What follows belongs to an exercise in optimizing a design on an open flow for small area; a production flow would make more cautious choices.
Where RTL was checked, it was by simulation tests only, not by an equivalence proof against the original.
Power figures rest on the tool's default switching activity, not on a simulated workload.

==> module uart_baud, before the edit <==
module uart_baud (
    input  wire        clk_i,
    input  wire        reset_i,
    input  wire        en_i,
    input  wire [15:0] div_i,
    input  wire        wr_i,
    input  wire [15:0] wdata_i,
    output reg         tick_o
);
    reg [15:0] bcnt;
    reg        bpend, bclr;
    wire       bfire = (bcnt == 16'd1);
    always @(posedge clk_i) begin
        bpend  <= wr_i & (wdata_i != div_i);
        bclr   <= bpend;
        tick_o <= en_i & ~bclr & bfire;
        if (~en_i | bclr | bfire) bcnt <= div_i;
        else                      bcnt <= bcnt - 16'd1;
    end
endmodule
==> module uart_txp, before the edit <==
module uart_txp (
    input  wire       clk_i,
    input  wire       reset_i,
    input  wire       tick_i,
    input  wire       en_i,
    input  wire       clr_i,
    input  wire       wr_i,
    input  wire [7:0] wdata_i,
    output reg  [4:0] lvl_o,
    output reg        ovrn_o,
    output wire       busy_o,
    output wire       tx_o
);
    localparam [3:0] T_IDLE = 4'd0, T_FETCH = 4'd1, T_STOP = 4'd12;
    reg [7:0]  fifo [0:15];
    reg [15:0] v;
    reg        pend;
    reg [3:0]  st;
    reg [7:0]  tbyte;
    reg [3:0]  cnt;
    reg        btick;
    wire full = lvl_o[4];
    wire push = wr_i & ~full;
    wire pop  = (st == T_FETCH);
    wire act  = (st != T_IDLE) & (st != T_FETCH);
    wire take = pend & v[15];
    wire [16:1] ld;
    assign ld[16] = take;
    genvar g;
    generate
        for (g = 1; g < 16; g = g + 1) begin : g_ld
            assign ld[g] = v[g-1] & (~v[g] | ld[g+1]);
        end
    endgenerate
    integer i;
    always @(posedge clk_i) begin
        if (push) fifo[0] <= wdata_i;
        for (i = 1; i < 16; i = i + 1)
            if (ld[i]) fifo[i] <= fifo[i-1];
        if (take) tbyte <= fifo[15];
    end
    always @(posedge clk_i) begin
        if (reset_i) begin
            v      <= 16'h0000;
            pend   <= 1'b0;
            lvl_o  <= 5'd0;
            ovrn_o <= 1'b0;
            st     <= T_IDLE;
        end else begin
            v[0] <= push | (v[0] & ~ld[1]);
            for (i = 1; i < 16; i = i + 1)
                v[i] <= ld[i] | (v[i] & ~ld[i+1]);
            if (pop)       pend <= 1'b1;
            else if (take) pend <= 1'b0;
            if (push & ~pop)      lvl_o <= lvl_o + 5'd1;
            else if (~push & pop) lvl_o <= lvl_o - 5'd1;
            if (wr_i & full) ovrn_o <= 1'b1;
            else if (clr_i)  ovrn_o <= 1'b0;
            case (st)
                T_IDLE:  if (en_i & (lvl_o != 5'd0)) st <= T_FETCH;
                T_FETCH: st <= 4'd2;
                default: if (btick) st <= (st == T_STOP) ? T_IDLE : st + 4'd1;
            endcase
        end
        if (~act)        cnt <= 4'd0;
        else if (tick_i) cnt <= cnt + 4'd1;
        btick <= act & tick_i & (cnt == 4'd15);
    end
    wire dph = (st >= 4'd4) & (st <= 4'd11);
    assign tx_o   = (st == 4'd3) ? 1'b0 : (dph ? tbyte[{st[3], st[1:0]}] : 1'b1);
    assign busy_o = (st != T_IDLE);
endmodule
==> module uart_rxp, before the edit <==
module uart_rxp (
    input  wire       clk_i,
    input  wire       reset_i,
    input  wire       tick_i,
    input  wire       en_i,
    input  wire       clr_i,
    input  wire       rx_i,
    input  wire       pop_i,
    output reg  [4:0] lvl_o,
    output reg        ovrn_o,
    output wire       busy_o,
    output wire [7:0] head_o
);
    localparam [3:0] R_MON = 4'd0, R_PUSH = 4'd1, R_FS = 4'd2, R_SV = 4'd3, R_STOP = 4'd12;
    reg       s1, s2;
    reg [3:0] st;
    reg [7:0] rbyte;
    reg [3:0] cnt;
    reg       sp, sq, svalid;
    reg [7:0] fifo [0:15];
    wire mon  = (st == R_MON) | (st == R_PUSH) | (st == R_FS);
    wire dph  = (st >= 4'd4) & (st <= 4'd11);
    wire full = lvl_o[4];
    wire wen  = (st == R_PUSH);
    wire push = wen & ~full;
    assign busy_o = (st != R_MON) & (st != R_PUSH);
    always @(posedge clk_i) begin
        s1 <= rx_i;
        s2 <= s1;
    end
    always @(posedge clk_i) begin
        if (reset_i) begin
            st     <= R_MON;
            lvl_o  <= 5'd0;
            ovrn_o <= 1'b0;
        end else begin
            if (mon) begin
                st <= (~s2 & en_i) ? R_SV : R_MON;
            end else if (svalid) begin
                if (st == R_SV)        st <= sp ? R_FS : 4'd4;
                else if (st == R_STOP) st <= sp ? R_PUSH : R_MON;
                else                   st <= st + 4'd1;
            end
            if (push & ~pop_i)      lvl_o <= lvl_o + 5'd1;
            else if (~push & pop_i) lvl_o <= lvl_o - 5'd1;
            if (wen & full)  ovrn_o <= 1'b1;
            else if (clr_i)  ovrn_o <= 1'b0;
        end
        if (svalid & dph) rbyte <= {sp, rbyte[7:1]};
        if (~busy_o)     cnt <= 4'd0;
        else if (tick_i) cnt <= cnt + 4'd1;
        if (tick_i & busy_o) begin
            if (cnt == 4'd6) begin
                sp <= s2;
                sq <= s2;
            end else if (cnt == 4'd7) begin
                sp <= sp & s2;
                sq <= sq | s2;
            end else if (cnt == 4'd8) begin
                sp <= sp | (sq & s2);
            end
        end
        svalid <= tick_i & busy_o & (cnt == 4'd8);
    end
    integer i;
    always @(posedge clk_i) begin
        if (push) begin
            fifo[0] <= rbyte;
            for (i = 1; i < 16; i = i + 1) fifo[i] <= fifo[i-1];
        end
    end
    wire [7:0] rot [0:15];
    genvar g;
    generate
        for (g = 0; g < 16; g = g + 1) begin : g_rot
            assign rot[g] = fifo[(g + 15) % 16];
        end
    endgenerate
    assign head_o = rot[lvl_o[3:0]];
endmodule
==> flow/config.mk <==
export PLATFORM = sky130hd
export DESIGN_NAME = uart_top
export DESIGN_NICKNAME = uart_top
export VERILOG_FILES = /design/flow/design.v
export SDC_FILE = /design/flow/constraint.sdc
export NUM_CORES = 4
export LEC_CHECK = 0
export ABC_AREA = 1
export CAP_MARGIN = 20
export CORE_MARGIN = 2
export CORE_UTILIZATION = 60
export SLEW_MARGIN = 20
==> flow/constraint.sdc <==
create_clock -name core_clock -period 5.0 [get_ports {clk_i}]
set_input_delay 1.0000 -clock core_clock [delete_from_list [all_inputs] [get_ports {clk_i}]]
set_output_delay 1.0000 -clock core_clock [all_outputs]
set_load 0.01 [all_outputs]
standard.sh (not shown) runs the stock make flow with config.mk's settings and CLKGATE_MAP_FILE= SYNTH_SCRIPT=/design/flow/synth_recipe.tcl, a recipe that flattens the netlist after the stock synthesis.
==> flow/flow/run.sh <==
#!/bin/bash
set -euo pipefail
export BUFFER_PORTS_ARGS="-buffer_cell sky130_fd_sc_hd__buf_1"
export CTS_ARGS="-sink_clustering_enable -repair_clock_nets -dont_use_dummy_load -buf_list sky130_fd_sc_hd__clkbuf_16 -sink_clustering_size 30 -sink_clustering_max_diameter 100"
bash standard.sh > flow_make.log 2>&1
Next try:
--- a/flow/design.v
+++ b/flow/design.v
@@ -111,4 +111,15 @@
     output reg         tick_o
 );
+    function automatic [15:0] dec_toggle(input [15:0] c);
+        integer k;
+        reg all0;
+        begin
+            all0 = 1'b1;
+            for (k = 0; k < 16; k = k + 1) begin
+                dec_toggle[k] = all0;
+                all0 = all0 & ~c[k];
+            end
+        end
+    endfunction
     reg [15:0] bcnt;
     reg        bpend, bclr;
@@ -119,5 +130,5 @@
         tick_o <= en_i & ~bclr & bfire;
         if (~en_i | bclr | bfire) bcnt <= div_i;
-        else                      bcnt <= bcnt - 16'd1;
+        else                      bcnt <= bcnt ^ dec_toggle(bcnt);
     end
 endmodule
@@ -135,4 +146,17 @@
     output wire       tx_o
 );
+    function automatic [4:0] updn_toggle(input [4:0] c, input up, input dn);
+        integer k;
+        reg all1, all0;
+        begin
+            all1 = 1'b1;
+            all0 = 1'b1;
+            for (k = 0; k < 5; k = k + 1) begin
+                updn_toggle[k] = (up & all1) | (dn & all0);
+                all1 = all1 & c[k];
+                all0 = all0 & ~c[k];
+            end
+        end
+    endfunction
     localparam [3:0] T_IDLE = 4'd0, T_FETCH = 4'd1, T_STOP = 4'd12;
     reg [7:0]  fifo [0:15];
@@ -176,6 +200,5 @@
             if (pop)       pend <= 1'b1;
             else if (take) pend <= 1'b0;
-            if (push & ~pop)      lvl_o <= lvl_o + 5'd1;
-            else if (~push & pop) lvl_o <= lvl_o - 5'd1;
+            lvl_o <= lvl_o ^ updn_toggle(lvl_o, push & ~pop, ~push & pop);
             if (wr_i & full) ovrn_o <= 1'b1;
             else if (clr_i)  ovrn_o <= 1'b0;
@@ -207,4 +230,17 @@
     output wire [7:0] head_o
 );
+    function automatic [4:0] updn_toggle(input [4:0] c, input up, input dn);
+        integer k;
+        reg all1, all0;
+        begin
+            all1 = 1'b1;
+            all0 = 1'b1;
+            for (k = 0; k < 5; k = k + 1) begin
+                updn_toggle[k] = (up & all1) | (dn & all0);
+                all1 = all1 & c[k];
+                all0 = all0 & ~c[k];
+            end
+        end
+    endfunction
     localparam [3:0] R_MON = 4'd0, R_PUSH = 4'd1, R_FS = 4'd2, R_SV = 4'd3, R_STOP = 4'd12;
     reg       s1, s2;
@@ -237,6 +273,5 @@
                 else                   st <= st + 4'd1;
             end
-            if (push & ~pop_i)      lvl_o <= lvl_o + 5'd1;
-            else if (~push & pop_i) lvl_o <= lvl_o - 5'd1;
+            lvl_o <= lvl_o ^ updn_toggle(lvl_o, push & ~pop_i, ~push & pop_i);
             if (wen & full)  ovrn_o <= 1'b1;
             else if (clr_i)  ovrn_o <= 1'b0;
The changed run passed the timing, design-rule and antenna checks.
Register-to-register slack gets worse by 0.81 ns.
Routed wire length is lower by a few percent.
Synthesized cell count drops by a few percent.
Worst setup slack is worse by 0.19 ns.
First-iteration DRC count came out higher by a few percent.
Final cell count fell by a few percent.
Total power shrinks by a few percent.
Sequential cell count does not change.
Combinational power came out lower by a quarter to a third.
Global-route usage fell by 1.1 points.
Clock power barely changes.
Sequential share of layout area rises by 0.92 points.
Utilization shrinks by 0.50 points.
No functional check of the RTL was part of the first run of this note.

---

== run A ==
The RTL this note starts from:
==> flow/design.v <==
package uart_reg_pkg;
    typedef struct packed {
        reg        TX_EN;  
        reg        TX_CLR_OVRN;  
        reg        RX_EN;  
        reg        RX_CLR_OVRN;  
        reg [7:0]  TX_DATA;  
        reg [15:0]  BAUDDIV;  
    } config_reg_t;
    typedef struct packed {
        reg        RX_VALID;  
        reg        RX_OVRN;  
        reg [4:0]  RX_LVL;  
        reg        RX_BUSY;  
        reg        TX_OVRN;  
        reg [4:0]  TX_LVL;  
        reg        TX_BUSY;  
        reg [7:0]  RX_DATA;  
    } status_reg_t;
endpackage
`timescale 1ns/1ps
module uart_top (
    input wire         clk_i,
    input wire         reset_i,
    input wire         rx_data_i,
    output wire        tx_data_o,
    input wire         psel_i,
    input wire         penable_i,
    input wire         pwrite_i,
    input wire  [4:0]  paddr_i,
    input wire  [31:0] pwdata_i,
    output reg  [31:0] prdata_o,
    output wire        pready_o,
    output wire        pslverr_o
);
    wire acc    = psel_i & penable_i;
    wire wr     = acc & pwrite_i;
    wire rd     = acc & ~pwrite_i;
    wire a_cfg  = (paddr_i == 5'h00);
    wire a_txd  = (paddr_i == 5'h08);
    wire a_rxd  = (paddr_i == 5'h0C);
    wire a_baud = (paddr_i == 5'h10);
    assign pready_o  = 1'b1;
    assign pslverr_o = psel_i & paddr_i[4] & (|paddr_i[3:0]);
    reg        tx_en, tx_clr, rx_en, rx_clr;
    reg [7:0]  tx_data_r;
    reg [15:0] baud_div;
    always @(posedge clk_i) begin
        if (reset_i) begin
            tx_en     <= 1'b0;
            tx_clr    <= 1'b0;
            rx_en     <= 1'b0;
            rx_clr    <= 1'b0;
            tx_data_r <= 8'h00;
            baud_div  <= 16'h0029;
        end else begin
            if (wr & a_cfg) begin
                tx_en  <= pwdata_i[0];
                tx_clr <= pwdata_i[1];
                rx_en  <= pwdata_i[2];
                rx_clr <= pwdata_i[3];
            end
            if (wr & a_txd)  tx_data_r <= pwdata_i[7:0];
            if (wr & a_baud) baud_div  <= pwdata_i[15:0];
        end
    end
    wire       tick;
    wire       tx_busy, tx_ovrn, rx_busy, rx_ovrn;
    wire [4:0] tx_lvl, rx_lvl;
    wire [7:0] rx_head;
    wire       rx_valid = (rx_lvl != 5'd0);
    uart_baud u_baud (
        .clk_i(clk_i), .reset_i(reset_i),
        .en_i(tx_en | rx_en), .div_i(baud_div),
        .wr_i(wr & a_baud), .wdata_i(pwdata_i[15:0]),
        .tick_o(tick)
    );
    uart_txp u_tx (
        .clk_i(clk_i), .reset_i(reset_i), .tick_i(tick),
        .en_i(tx_en), .clr_i(tx_clr),
        .wr_i(wr & a_txd), .stage_i(tx_data_r),
        .lvl_o(tx_lvl), .ovrn_o(tx_ovrn), .busy_o(tx_busy),
        .tx_o(tx_data_o)
    );
    uart_rxp u_rx (
        .clk_i(clk_i), .reset_i(reset_i), .tick_i(tick),
        .en_i(rx_en), .clr_i(rx_clr), .rx_i(rx_data_i),
        .pop_i(rd & a_rxd & rx_valid),
        .lvl_o(rx_lvl), .ovrn_o(rx_ovrn), .busy_o(rx_busy),
        .head_o(rx_head)
    );
    always @(*) begin
        prdata_o = 32'h0;
        case (paddr_i)
            5'h00: prdata_o[3:0]  = {rx_clr, rx_en, tx_clr, tx_en};
            5'h04: prdata_o[14:0] = {tx_busy, tx_lvl, tx_ovrn, rx_busy, rx_lvl, rx_ovrn, rx_valid};
            5'h08: prdata_o[7:0]  = tx_data_r;
            5'h0C: prdata_o[7:0]  = rx_head;
            5'h10: prdata_o[15:0] = baud_div;
            default: ;
        endcase
    end
endmodule
module uart_baud (
    input  wire        clk_i,
    input  wire        reset_i,
    input  wire        en_i,
    input  wire [15:0] div_i,
    input  wire        wr_i,
    input  wire [15:0] wdata_i,
    output reg         tick_o
);
    function automatic [15:0] dec_toggle(input [15:0] c);
        integer k;
        reg all0;
        begin
            all0 = 1'b1;
            for (k = 0; k < 16; k = k + 1) begin
                dec_toggle[k] = all0;
                all0 = all0 & ~c[k];
            end
        end
    endfunction
    reg [15:0] bcnt;
    reg        bpend, bclr;
    wire       bfire = (bcnt == 16'd1);
    always @(posedge clk_i) begin
        bpend  <= wr_i & (wdata_i != div_i);
        bclr   <= bpend;
        tick_o <= en_i & ~bclr & bfire;
        if (~en_i | bclr | bfire) bcnt <= div_i;
        else                      bcnt <= bcnt ^ dec_toggle(bcnt);
    end
endmodule
module uart_txp (
    input  wire       clk_i,
    input  wire       reset_i,
    input  wire       tick_i,
    input  wire       en_i,
    input  wire       clr_i,
    input  wire       wr_i,
    input  wire [7:0] stage_i,
    output reg  [4:0] lvl_o,
    output reg        ovrn_o,
    output wire       busy_o,
    output wire       tx_o
);
    function automatic [4:0] updn_toggle(input [4:0] c, input up, input dn);
        integer k;
        reg all1, all0;
        begin
            all1 = 1'b1;
            all0 = 1'b1;
            for (k = 0; k < 5; k = k + 1) begin
                updn_toggle[k] = (up & all1) | (dn & all0);
                all1 = all1 & c[k];
                all0 = all0 & ~c[k];
            end
        end
    endfunction
    function automatic [4:0] inc17(input [4:0] c);
        inc17 = (c == 5'd16) ? 5'd0 : c + 5'd1;
    endfunction
    localparam [3:0] T_IDLE = 4'd0, T_FETCH = 4'd1, T_STOP = 4'd12;
    reg [7:0]  ring [0:16];
    reg [4:0]  hp, tp;
    reg        w;           
    reg [3:0]  st;
    reg        nb, ob;      
    reg [3:0]  cnt;
    reg        btick;
    wire full = lvl_o[4];
    wire push = wr_i & ~full;
    wire pop  = (st == T_FETCH);
    wire act  = (st != T_IDLE) & (st != T_FETCH);
    wire rel  = btick & (st == T_STOP);
    wire cap  = (hp == 5'd16) & (st >= 4'd3) & (st <= 4'd10);
    wire ins  = w & (tp[0] | tp[4]);
    integer i;
    always @(posedge clk_i) begin
        for (i = 0; i < 17; i = i + 1) begin
            if (i % 2 == 0 && ins && inc17(tp) == i)
                ring[i] <= stage_i;
            else
                ring[i] <= ring[(i + 16) % 17];
        end
        if (cap) nb <= ring[16][st[2:0] - 3'd3];
        if (btick) ob <= nb;
    end
    always @(posedge clk_i) begin
        if (reset_i) begin
            hp     <= 5'd0;
            tp     <= 5'd0;
            w      <= 1'b0;
            lvl_o  <= 5'd0;
            ovrn_o <= 1'b0;
            st     <= T_IDLE;
        end else begin
            if (~rel)  hp <= inc17(hp);
            if (~ins)  tp <= inc17(tp);
            w <= push | (w & ~ins);
            lvl_o <= lvl_o ^ updn_toggle(lvl_o, push & ~pop, ~push & pop);
            if (wr_i & full) ovrn_o <= 1'b1;
            else if (clr_i)  ovrn_o <= 1'b0;
            case (st)
                T_IDLE:  if (en_i & (lvl_o != 5'd0)) st <= T_FETCH;
                T_FETCH: st <= 4'd2;
                default: if (btick) st <= (st == T_STOP) ? T_IDLE : st + 4'd1;
            endcase
        end
        if (~act)        cnt <= 4'd0;
        else if (tick_i) cnt <= cnt + 4'd1;
        btick <= act & tick_i & (cnt == 4'd15);
    end
    wire dph = (st >= 4'd4) & (st <= 4'd11);
    assign tx_o   = (st == 4'd3) ? 1'b0 : (dph ? ob : 1'b1);
    assign busy_o = (st != T_IDLE);
endmodule
module uart_rxp (
    input  wire       clk_i,
    input  wire       reset_i,
    input  wire       tick_i,
    input  wire       en_i,
    input  wire       clr_i,
    input  wire       rx_i,
    input  wire       pop_i,
    output reg  [4:0] lvl_o,
    output reg        ovrn_o,
    output wire       busy_o,
    output wire [7:0] head_o
);
    function automatic [4:0] updn_toggle(input [4:0] c, input up, input dn);
        integer k;
        reg all1, all0;
        begin
            all1 = 1'b1;
            all0 = 1'b1;
            for (k = 0; k < 5; k = k + 1) begin
                updn_toggle[k] = (up & all1) | (dn & all0);
                all1 = all1 & c[k];
                all0 = all0 & ~c[k];
            end
        end
    endfunction
    localparam [3:0] R_MON = 4'd0, R_PUSH = 4'd1, R_FS = 4'd2, R_SV = 4'd3, R_STOP = 4'd12;
    reg       s1, s2;
    reg [3:0] st;
    reg [7:0] rbyte;
    reg [3:0] cnt;
    reg       sp, sq, svalid;
    reg [7:0] ring [0:15];
    reg [3:0] hpos;     
    reg       f;        
    wire ins = f & (hpos + 4'd2 == lvl_o[3:0]);
    wire mon  = (st == R_MON) | (st == R_PUSH) | (st == R_FS);
    wire dph  = (st >= 4'd4) & (st <= 4'd11);
    wire full = lvl_o[4];
    wire wen  = (st == R_PUSH);
    wire push = wen & ~full;
    assign busy_o = (st != R_MON) & (st != R_PUSH);
    always @(posedge clk_i) begin
        s1 <= rx_i;
        s2 <= s1;
    end
    always @(posedge clk_i) begin
        if (reset_i) begin
            st     <= R_MON;
            lvl_o  <= 5'd0;
            ovrn_o <= 1'b0;
            f      <= 1'b0;
        end else begin
            if (mon) begin
                st <= (~s2 & en_i) ? R_SV : R_MON;
            end else if (svalid) begin
                if (st == R_SV)        st <= sp ? R_FS : 4'd4;
                else if (st == R_STOP) st <= sp ? R_PUSH : R_MON;
                else                   st <= st + 4'd1;
            end
            lvl_o <= lvl_o ^ updn_toggle(lvl_o, push & ~pop_i, ~push & pop_i);
            if (push)                                f <= 1'b1;
            else if (ins | (pop_i & (lvl_o == 5'd1))) f <= 1'b0;
            if (wen & full)  ovrn_o <= 1'b1;
            else if (clr_i)  ovrn_o <= 1'b0;
        end
        if (svalid & dph) rbyte <= {sp, rbyte[7:1]};
        if (~busy_o)     cnt <= 4'd0;
        else if (tick_i) cnt <= cnt + 4'd1;
        if (tick_i & busy_o) begin
            if (cnt == 4'd6) begin
                sp <= s2;
                sq <= s2;
            end else if (cnt == 4'd7) begin
                sp <= sp & s2;
                sq <= sq | s2;
            end else if (cnt == 4'd8) begin
                sp <= sp | (sq & s2);
            end
        end
        svalid <= tick_i & busy_o & (cnt == 4'd8);
    end
    integer i;
    always @(posedge clk_i) begin
        ring[0] <= ins ? rbyte : ring[15];
        for (i = 1; i < 16; i = i + 1) ring[i] <= ring[i-1];
        if (reset_i)    hpos <= 4'd0;
        else if (~pop_i) hpos <= hpos + 4'd1;
    end
    assign head_o = (f & (lvl_o == 5'd1)) ? rbyte : ring[hpos];
endmodule
Settings: LEC_CHECK=0, ABC_AREA=1, CAP_MARGIN=20, CORE_MARGIN=2, CORE_UTILIZATION=60, SLEW_MARGIN=20; clock period 5.0 ns.
==> flow/flow/run.sh <==
#!/bin/bash
# The standard layout (standard.sh), with our own choices for:
#  - ABC's area script (area mapping, then ABC's own timing repair):
#    synthesis is the standard flow's, with the same registers;
#    only the mapping of the logic between them differs
#  - the cell that buffers each port (buf_1)
#  - clock tree synthesis options (no dummy loads, clkbuf_16 clusters,
#    clkbuf_8 root)
# Each tool's full output goes to the ORFS logs under orfs/logs/, and
# make's output to flow_make.log.
set -euo pipefail
rm -rf scripts_local
cp -r "$FLOW_HOME/scripts" scripts_local
cp flow/abc_area.script scripts_local/abc_area.script
export SCRIPTS_DIR="$PWD/scripts_local"
export BUFFER_PORTS_ARGS="-buffer_cell sky130_fd_sc_hd__buf_1"
export CTS_ARGS='-sink_clustering_enable -repair_clock_nets -dont_use_dummy_load -buf_list sky130_fd_sc_hd__clkbuf_16 -sink_clustering_size 30 -sink_clustering_max_diameter 100 -sink_clustering_buffer sky130_fd_sc_hd__clkbuf_16 -root_buf sky130_fd_sc_hd__clkbuf_8'
bash standard.sh > flow_make.log 2>&1
==> flow/flow/abc_area.script <==
strash
dc2
dch -f
amap
topo
stime -c
buffer -c
upsize -c
dnsize -c
Input-level comparison between run B and run A:
==> flow/design.v, changed modules only <==
module uart_txp (
    input  wire       clk_i,
    input  wire       reset_i,
    input  wire       tick_i,
    input  wire       en_i,
    input  wire       clr_i,
    input  wire       wr_i,
    input  wire [7:0] stage_i,
    output reg  [4:0] lvl_o,
    output reg        ovrn_o,
    output wire       busy_o,
    output wire       tx_o
);
    function automatic [4:0] updn_toggle(input [4:0] c, input up, input dn);
        integer k;
        reg all1, all0;
        begin
            all1 = 1'b1;
            all0 = 1'b1;
            for (k = 0; k < 5; k = k + 1) begin
                updn_toggle[k] = (up & all1) | (dn & all0);
                all1 = all1 & c[k];
                all0 = all0 & ~c[k];
            end
        end
    endfunction
    function automatic [4:0] inc17(input [4:0] c);
        inc17 = (c == 5'd16) ? 5'd0 : c + 5'd1;
    endfunction
    localparam [3:0] T_IDLE = 4'd0, T_FETCH = 4'd1, T_STOP = 4'd12;
    reg [7:0]  ring [0:16];
    reg [4:0]  hp, tp;
    reg        w;           
    reg        pend;        
    reg [3:0]  st;
    reg [7:0]  tbyte;
    reg [3:0]  cnt;
    reg        btick;
    wire full = lvl_o[4];
    wire push = wr_i & ~full;
    wire pop  = (st == T_FETCH);
    wire act  = (st != T_IDLE) & (st != T_FETCH);
    wire take = pend & (hp == 5'd16);
    wire ins  = w & (tp[0] | tp[4]);
    integer i;
    always @(posedge clk_i) begin
        for (i = 0; i < 17; i = i + 1) begin
            if (i % 2 == 0 && ins && inc17(tp) == i)
                ring[i] <= stage_i;
            else
                ring[i] <= ring[(i + 16) % 17];
        end
        if (take) tbyte <= ring[16];
    end
    always @(posedge clk_i) begin
        if (reset_i) begin
            hp     <= 5'd0;
            tp     <= 5'd0;
            w      <= 1'b0;
            pend   <= 1'b0;
            lvl_o  <= 5'd0;
            ovrn_o <= 1'b0;
            st     <= T_IDLE;
        end else begin
            if (~take) hp <= inc17(hp);
            if (~ins)  tp <= inc17(tp);
            w <= push | (w & ~ins);
            if (pop)       pend <= 1'b1;
            else if (take) pend <= 1'b0;
            lvl_o <= lvl_o ^ updn_toggle(lvl_o, push & ~pop, ~push & pop);
            if (wr_i & full) ovrn_o <= 1'b1;
            else if (clr_i)  ovrn_o <= 1'b0;
            case (st)
                T_IDLE:  if (en_i & (lvl_o != 5'd0)) st <= T_FETCH;
                T_FETCH: st <= 4'd2;
                default: if (btick) st <= (st == T_STOP) ? T_IDLE : st + 4'd1;
            endcase
        end
        if (~act)        cnt <= 4'd0;
        else if (tick_i) cnt <= cnt + 4'd1;
        btick <= act & tick_i & (cnt == 4'd15);
    end
    wire dph = (st >= 4'd4) & (st <= 4'd11);
    assign tx_o   = (st == 4'd3) ? 1'b0 : (dph ? tbyte[{st[3], st[1:0]}] : 1'b1);
    assign busy_o = (st != T_IDLE);
endmodule
Results
Status: area used by multi-input combinational logic parity (run A, run B)
Routed via count (run B vs. run A) decreases slightly
Utilization: lower on run A
Between run A and run B, the flow reports maximum frequency increasing slightly.
Diff run B..run A | cell count after synthesis | negligible
Filler-free cell count of the finished design grows slightly when moving from run A to run B.

==> re-timing with driven ports <==
No port has a modelled driver above. Below, the same layouts with a new extraction and two added sets of constraints.
Step 1 (the two cells are an assumption about what drives the block):
set clk [get_ports {clk_i}]
set_driving_cell -lib_cell sky130_fd_sc_hd__clkbuf_16 $clk
set_driving_cell -lib_cell sky130_fd_sc_hd__buf_2 [delete_from_list [all_inputs] $clk]
Step 2 times the ports against the registers' clock, not the clock port: input delays grow and output delays shrink by t, the midpoint of the rising clock arrivals with the driver on.
Slacks: ideal ports / drivers / drivers and shift; pairs: ideal ports / drivers.
run	t (ns)	slack for setup (ns)	worst setup path after step 2	clock arrival spread, ns	cell pins on the clock port's net
the first run of note 1	0.542	1.165 / 1.119 / 0.967	input to register	0.055 / 0.055	1
the second run of note 1	0.532	0.980 / 0.933 / 1.245	input to output	0.052 / 0.051	1
run A	0.570	0.393 / 0.351 / 0.921	register to output	0.067 / 0.066	1
run B	0.581	0.452 / 0.407 / 0.989	register to output	0.029 / 0.029	1
After both steps setup and hold are still met in every run listed. For the first run of note 1, which loses most, drivers alone change the setup slack by -0.046 ns; drivers and shift together by -0.198 ns.
